Source: an optimization exercise on an open RTL-to-GDS flow (aim: small area, a short achievable clock period and few clock cycles). Production flows keep margins and buffers that such runs may drop. Only simulation tests tie the RTL to the original design; equivalence was not proved.

==> design/flow/design.v <==
`timescale 1ns/100ps
module adder(a_i, b_i, c_i, s_o, c_o);
  parameter W = 32;
  input  [W-1:0] a_i;
  input  [W-1:0] b_i;
  input          c_i;
  output [W-1:0] s_o;
  output         c_o;
  reg [W-1:0] p, g, gn, pn;
  integer l, k, j;
  always @(*) begin
    p = a_i ^ b_i;
    g = a_i & b_i;
    g[0] = g[0] | (p[0] & c_i);    
    pn = p;
    for (l = 0; (1 << l) < W; l = l + 1) begin
      gn = g;
      for (k = 0; k < W; k = k + 1)
        if ((k >> l) & 1) begin
          j = ((k >> l) << l) - 1;
          gn[k] = g[k] | (pn[k] & g[j]);
        end
      for (k = W - 1; k >= 0; k = k - 1)
        if ((k >> l) & 1) begin
          j = ((k >> l) << l) - 1;
          pn[k] = pn[k] & pn[j];
        end
      g = gn;
    end
  end
  assign s_o = p ^ {g[W-2:0], c_i};
  assign c_o = g[W-1];
endmodule
`timescale 1ns/100ps
module CPU(clk_i, rst_n_i, ins_i, pc_o, data_from_mem_i, MEM_ctrl_o, mem_write_addr_o, mem_write_data_o);
  input clk_i;
  input rst_n_i;
  input [32 - 1:0] ins_i;
  input [32 - 1:0] data_from_mem_i;
  output [32 - 1:0] pc_o;
  output [2 - 1:0] MEM_ctrl_o;
  output [32 - 1:0] mem_write_addr_o;
  output [32 - 1:0] mem_write_data_o;
  integer i;
  reg        wb_rw, wb_lw, wb_sw;
  reg  [4:0] wb_dest;
  reg [31:0] wb_alu, wb_sd;
  wire [31:0] wb_res = wb_lw ? data_from_mem_i : wb_alu;
  reg [31:0] rf [1:31];
  wire        mispredict;
  wire        stall;
  reg  [31:0] pc;
  wire [31:0] pc1 = pc + 32'd1;
  wire [15:0] tgt_lo;
  wire        tgt_c;
  adder #(.W(16)) target_adder(.a_i(pc1[15:0]), .b_i(ins_i[15:0]), .c_i(1'b0), .s_o(tgt_lo), .c_o(tgt_c));
  wire [15:0] pc1_hi   = pc1[31:16];
  wire [15:0] pc1_hi_p = pc1_hi + 16'd1;
  wire [15:0] pc1_hi_m = ~((~pc1_hi) + 16'd1);
  wire [15:0] tgt_hi   = (tgt_c == ins_i[15]) ? pc1_hi : (tgt_c ? pc1_hi_p : pc1_hi_m);
  wire [31:0] if_target = {tgt_hi, tgt_lo};
  wire if_beq = (ins_i[31:26] == 6'b000100);
  wire if_j   = (ins_i[31:26] == 6'b000010);
  reg  [31:0] id_c;    
  always @(posedge clk_i) begin
    if (~rst_n_i)        pc <= 32'd0;
    else if (mispredict) pc <= id_c;
    else if (stall)      pc <= pc;
    else if (if_beq)     pc <= if_target;
    else if (if_j)       pc <= {pc1[31:28], 2'b00, ins_i[25:0]};
    else                 pc <= pc1;
  end
  assign pc_o = pc;
  reg        id_valid;
  reg [31:0] id_ins;
  wire [31:0] s_ins = stall ? id_ins : ins_i;
  wire [5:0]  s_op  = s_ins[31:26];
  wire [5:0]  s_fn  = s_ins[5:0];
  wire [4:0]  s_rs  = s_ins[25:21];
  wire [4:0]  s_rt  = s_ins[20:16];
  wire        s_r   = (s_op == 6'b000000);
  wire        s_beq = (s_op == 6'b000100);
  wire        s_imm = (s_op == 6'b001000) | (s_op == 6'b100011) | (s_op == 6'b101011);
  wire        f_slt = s_fn[5] & s_fn[3];
  wire        f_log = s_fn[5] & ~s_fn[3] & s_fn[2];
  wire        f_as  = s_fn[5] & ~s_fn[3] & ~s_fn[2];
  wire        s_sub = s_r & (f_slt | (f_as & s_fn[1]));
  wire [5:0]  s_ctl = {s_sub,                     
                       s_imm | (s_r & f_as),      
                       s_r & f_log & ~s_fn[0],    
                       s_r & f_log & s_fn[0],     
                       s_r & f_slt,               
                       s_r & ~s_fn[5]};           
  reg [31:0] rf_a, rf_b;
  always @(*) begin
    rf_a = 32'd0;
    rf_b = 32'd0;
    for (i = 1; i < 32; i = i + 1) begin
      rf_a = rf_a | ({32{s_rs == i}} & rf[i]);
      rf_b = rf_b | ({32{s_rt == i}} & rf[i]);
    end
  end
  wire byp_a = wb_rw & (wb_dest == s_rs);
  wire byp_b = wb_rw & (wb_dest == s_rt);
  wire [31:0] val_a = byp_a ? wb_res : rf_a;
  wire [31:0] val_b = byp_b ? wb_res : rf_b;
  wire [4:0] id_dest;
  wire       id_rw_go, id_lw_go;
  wire nx_fwd_a  = id_rw_go & (id_dest == ins_i[25:21]);
  wire nx_fwd_b  = id_rw_go & (id_dest == ins_i[20:16]);
  wire if_use_rt = (ins_i[31:26] == 6'b000000) | (ins_i[31:26] == 6'b101011) | if_beq;
  wire nx_lu     = id_lw_go & ((nx_fwd_a & ~if_j) | (nx_fwd_b & if_use_rt));
  reg  [5:0] id_ctl;
  reg [31:0] id_a, id_bx;
  reg        id_fwd_a, id_fwd_b, id_fwd_bx, id_lu;
  always @(posedge clk_i) begin
    id_valid  <= rst_n_i & (stall | ~mispredict);
    id_ins    <= s_ins;
    id_ctl    <= s_ctl;
    id_lu     <= ~stall & nx_lu;
    id_fwd_a  <= ~stall & nx_fwd_a;
    id_fwd_b  <= ~stall & nx_fwd_b;
    id_fwd_bx <= ~stall & nx_fwd_b & ~s_imm;
    id_a      <= val_a;
    id_bx     <= (s_imm ? {{16{s_ins[15]}}, s_ins[15:0]} : val_b) ^ {32{s_sub}};
    if (s_beq) begin
      if (~stall) id_c <= pc1;
    end else
      id_c <= val_b;
  end
  wire [5:0] id_op   = id_ins[31:26];
  wire [4:0] id_rt   = id_ins[20:16];
  wire [4:0] id_rd   = id_ins[15:11];
  wire       is_r    = (id_op == 6'b000000);
  wire       is_addi = (id_op == 6'b001000);
  wire       is_lw   = (id_op == 6'b100011);
  wire       is_sw   = (id_op == 6'b101011);
  wire       is_beq  = (id_op == 6'b000100);
  wire       id_go   = id_valid & rst_n_i;
  assign     id_dest  = is_r ? id_rd : id_rt;
  wire       id_rw    = (is_r | is_addi | is_lw) & (id_dest != 5'd0);
  assign     id_rw_go = id_go & id_rw;
  assign     id_lw_go = id_go & is_lw;
  assign     stall    = id_valid & id_lu;
  wire       id_sub   = id_ctl[5];
  wire       sel_add  = id_ctl[4];
  wire       sel_and  = id_ctl[3];
  wire       sel_or   = id_ctl[2];
  wire       sel_slt  = id_ctl[1];
  wire       sel_shl  = id_ctl[0];
  wire [31:0] opa  = id_fwd_a ? wb_alu : id_a;
  wire [31:0] srcb = id_fwd_bx ? (wb_alu ^ {32{id_sub}}) : id_bx;
  wire [31:0] sum;
  adder alu_adder(.a_i(opa), .b_i(srcb), .c_i(id_sub), .s_o(sum), .c_o());
  wire [31:0] shl  = (|opa[31:5]) ? 32'd0 : (srcb << opa[4:0]);
  wire [31:0] alu  = ({32{sel_add}} & sum)
                   | ({32{sel_and}} & (opa & srcb))
                   | ({32{sel_or}}  & (opa | srcb))
                   | ({32{sel_slt}} & {31'd0, sum[31]})
                   | ({32{sel_shl}} & shl);
  assign mispredict = id_valid & ~id_lu & is_beq & (opa != srcb);
  always @(posedge clk_i) begin
    wb_rw   <= id_rw_go & ~stall;
    wb_lw   <= id_lw_go & ~stall;
    wb_sw   <= id_go & is_sw & ~stall;
    wb_dest <= id_dest;
    wb_alu  <= alu;
    wb_sd   <= id_fwd_b ? wb_alu : id_c;
  end
  always @(posedge clk_i) begin
    for (i = 1; i < 32; i = i + 1)
      if (wb_rw && wb_dest == i) rf[i] <= wb_res;
  end
  assign MEM_ctrl_o       = {wb_sw, wb_lw};
  assign mem_write_addr_o = wb_alu;
  assign mem_write_data_o = wb_sd;
endmodule
==> design/flow/run.sh <==
#!/bin/bash
# synth_recipe.tcl (not shown) runs the flow's synth.tcl, then flattens the netlist and writes it again
# the make line also repeats each setting of config.mk as NAME=value (left out here)
make -C /OpenROAD-flow-scripts/flow DESIGN_CONFIG=/design/flow/config.mk WORK_HOME=/design/flow/orfs CLKGATE_MAP_FILE= SYNTH_SCRIPT=/design/flow/synth_recipe.tcl finish
==> design/flow/config.mk <==
export PLATFORM = sky130hd
export DESIGN_NAME = CPU
export DESIGN_NICKNAME = CPU
export VERILOG_FILES = /design/flow/design.v
export SDC_FILE = /design/flow/constraint.sdc
export NUM_CORES = 4
export LEC_CHECK = 0
export CAP_MARGIN = 20
export CORE_MARGIN = 2
export CORE_UTILIZATION = 30
export CTS_BUF_LIST = sky130_fd_sc_hd__clkbuf_8
export CTS_CLUSTER_SIZE = 24
export SETUP_SLACK_MARGIN = 5
export SLEW_MARGIN = 20
export TNS_END_PERCENT = 5
==> design/flow/constraint.sdc <==
create_clock -name core_clock -period 8.5 [get_ports {clk_i}]
set_input_delay 1.7000 -clock core_clock [delete_from_list [all_inputs] [get_ports {clk_i}]]
set_output_delay 1.7000 -clock core_clock [all_outputs]
set_load 0.01 [all_outputs]
==> run notes <==
## report_power, final
group / total, W / internal [W] / switching [W]
registers: 0.00683 / 0.00667 / 0.000165
clock network: 0.00522 / 0.00259 / 0.00264
logic: 0.00198 / 0.000735 / 0.00125
## critical path, cell delays in order
cell	delay, ns
clkdlybuf4s15_2	0.31
a21oi_4	0.32
buf_4	0.39
and3_4	0.64
buf_4	0.37
a22o_1	0.19
a221oi_1	0.05
and4_1	0.19
a31oi_2	0.40
nand2_1	0.12
o21ai_0	0.10
## layout by cell type (no fill, tap or decap), types with 30 or more instances in the layout
master           instances
buf_4                  335
inv_1                  166
buf_12                  50
a221oi_1                80
clkbuf_8               215
mux2_2                  87
xor2_1                  54
o21ai_0                101
nor2_4                  55
nor3_1                  61
dfxtp_1                171
edfxtp_1              1024
ha_1                    67
mux2i_1                126
and3_4                  33
nor4_1                  34
clkdlybuf4s50_1        146
clkinv_2                32
nand4_1                111
a22oi_1                737
a21oi_1                102
nand2_1                323
a222oi_1                58
nand3_1                130
clkinv_1                37
nor2_1                 213
xnor2_1                 53
a22o_1                  95
a31oi_2                 30
## metal layers
| layer | global-route usage, % | vias to the layer above |
|---|---|---|
| met5 | 1.074 | - |
| met4 | 22.96 | 35 |
| met3 | 14.09 | 1989 |
| met2 | 43.36 | 6152 |
| met1 | 35.17 | 25790 |
| li1 | - | 20090 |
## per-stage QoR
step | std cells | instance area (um2) | hold WS (ns)
2_1_floorplan | 4771 | 58720 | 0.4110
3_3_place_gp | 7297 | 63760 | 0.4207
3_5_place_dp | 7299 | 63800 | 0.4267
4_1_cts | 7899 | 71600 | 0.4398
5_1_grt | 7941 | 72230 | 0.4723
6_report | 7962 | 72280 | 0.4378
## kinds of logic after synthesis
kind of cell,after synthesis,share of synthesized area [%]
buf+inv,468,3.469
xor+xnor,122,1.853
fa+ha+maj,93,2.118
flops,1235,59.81
mux,249,4.498
compound gates,1463,18.62
simple gates,1141,9.627
## worst max path at each step
stage,startpoint,to,slack (ns),depth (start not counted)
2_1_floorplan,ins_i[0],pc[8],4.55,12
3_3_place_gp,ins_i[18],id_c[28],2.25,11
3_5_place_dp,ins_i[18],id_c[5],2.19,10
4_1_cts,ins_i[21],id_a[10],4.51,12
5_1_grt,id_fwd_a,pc[26],4.51,15
6_report,ins_i[20],id_c[22],4.43,11
## registers in the layout, indices dropped and copies added (netlist names)
| name | flops |
|---|---|
| rf | 992 |
| id_a | 32 |
| id_bx | 32 |
| id_c | 32 |
| id_ins | 32 |
| pc | 32 |
| wb_alu | 32 |
| wb_sd | 32 |
| id_ctl | 6 |
| wb_dest | 5 |
| id_fwd_a | 1 |
| id_fwd_b | 1 |
| id_fwd_bx | 1 |
| id_lu | 1 |
| id_valid | 1 |
| wb_lw | 1 |
| wb_rw | 1 |
| wb_sw | 1 |
## area by class of cell
cell class	instances	share of cell area, %
antenna	28	0.09694
clock buffer	215	4.094
clock inverter	151	1.362
inverter	121	0.6613
multi-input combinational	3082	32.96
sequential	1235	48.49
tap	2542	4.400
timing repair buffer	588	7.935
## what timing repair did
item                                    in CTS  in global routing
endpoints found under the setup margin     281                253
resized for setup                          374                 70
gates cloned                                19                  2
pin swaps                                   82                 26
buffers inserted                           215                 33
==> results.sh <==
export IMPL_grt_max_degree=58
export IMPL_arrival_ns=4.83
export IMPL_multi_input_area_um2=23820
export IMPL_setup_slack_ns=4.432
export IMPL_drt_vias_per_instance=6.790
export IMPL_max_slew_margin_pct=14.64
export IMPL_die_area_um2=198500
export IMPL_ys_warn_count=4
export IMPL_fp_row_count=162
export IMPL_clk_path_buf_depth=3
export IMPL_synth_area_um2=58470
export IMPL_nets=5385
export IMPL_fin_util_pct=37.18
export IMPL_portBuffers=163
export IMPL_reg2reg_depth=16
export IMPL_finalHoldViolCount=0
export IMPL_r2r_start="id_ctl[5]"
export IMPL_endpoint_kind="flop"
export IMPL_cts_max_level=4
export IMPL_synth_top_area_share_pct=52.59
export IMPL_rsz0062_at_grt="true"
export IMPL_fin_crit_sh_pct=47.86
export IMPL_drv_slew=0
export IMPL_fin_skew_ns=0.08409
export IMPL_worstSetupPathType="in -> reg"
export IMPL_cts_buffers=198
export IMPL_synth_cell_type_count=103
export IMPL_wl_met1_um=102500
export IMPL_min_period_ns=4.068
export IMPL_cp_data_required_time_ns=9.27
export IMPL_start_util_pct=30.08
export IMPL_drt_iter0_markers=13330
export IMPL_highest_layer="met5"
export IMPL_die_y_um=445.5
export IMPL_min_path_cells=2
export IMPL_cts_root_buf="clkbuf_8"
export IMPL_die_w_um=445.5
export IMPL_drtPass1Iterations=14
export IMPL_vdd_drop_max_uv=162.2
export IMPL_dr_wl_met2_um=126300
export IMPL_ys_seq_area_share_pct=59.81
export IMPL_p_per_area_nw_per_um2=194.2
export IMPL_grt_total_usage_pct=30.35
export IMPL_worst_slew_pin_slew_ns=1.277
export IMPL_drive_gt1_share_pct=22.14
export IMPL_grt_pass1_wl_um=417100
export IMPL_leakage_nw=25.23
export IMPL_routed_wl_um=314800
export IMPL_routedWlPerCell_um=39.54
export IMPL_clock_latency_ns=1.01
export IMPL_cp_max_fo=21
export IMPL_hold_class="reg -> reg"
export IMPL_cp_start_kind="input port"
export IMPL_fin_setup_tns_ns=0
export IMPL_yosysMostFrequentCell="edfxtp_1"
export IMPL_synth_edf_count=1024
export IMPL_syn_nets=4930
export IMPL_seqCellArea_um2=35050
export IMPL_max_freq_mhz=245.8
export IMPL_place_worst_setup_slack_ns=2.188
export IMPL_synth_seq_cells=1235
export IMPL_power_w=0.01404
export IMPL_clock_sinks=1235
export IMPL_gp_congestion=0.9892
export IMPL_hp_start="id_ins[8]"
export IMPL_cts_tree="built"
export IMPL_route_detailed_drc=0
export IMPL_synth_top_area_cell="edfxtp_1"
export IMPL_io_pins=164
export IMPL_syn_to_final_growth_pct=23.61
export IMPL_whs_endpoint="id_ins[8]"
export IMPL_synth_common_cells="edfxtp_1, a22oi_1, nand2_1"
export IMPL_timing_max_cap_violations=0
export IMPL_r2r_end="pc[26]"
export IMPL_outcome="timing/DRC/antenna clean"
export IMPL_ant_nets=0
export IMPL_synthTopCellsByArea="edfxtp_1, a22oi_1, dfxtp_1, mux2i_1, nand2_1"
export IMPL_synth_async_reset_ratio_pct=0
export IMPL_holdBufCountCts=0
export IMPL_r2r_slack_ns=4.57
export IMPL_avgSynthCellArea_um2=12.26
export IMPL_grt_pass1_vias=50090
export IMPL_synth_ff_type="edfxtp_1"
export IMPL_hpwl_um=179800
export IMPL_syn_inst=4771
export IMPL_core_area_um2=194400
export IMPL_grt_antenna_before_repair=31
export IMPL_dr_wl_met3_um=53200
export IMPL_grt_remaining_overflow=0
export IMPL_clkSlewWorstSetupHoldPaths_ns=0.06
export IMPL_vias=54060
export IMPL_fillers=18460
export IMPL_finalSetupViolations=0
Testbench counts, summed over its fixed seeds: cycles 112,057.

[afterwards: timing with drivers on the ports]
The results above use ideal ports. As a check the final layout listed here was re-extracted and re-timed, cells and wires unchanged. Step 1, drivers: a clkbuf_16 drives clk_i and a buf_2 each remaining input, both assumed. Step 2 times the ports against the registers' clock, not the clock port: input delays grow and output delays shrink by t, the midpoint of the rising clock arrivals with the driver on. Slacks: no drivers / after step 1 / after step 2; pairs: no drivers / after step 1.
t (ns): 1.060
setup slack, ns: 4.432 / 4.462 / 3.434
worst setup path after step 2: input to register
cell pins on the clock port's net: 1
After both steps this run still meets setup and hold. For this run, drivers alone change the setup slack by +0.030 ns; drivers and shift together by -0.998 ns.
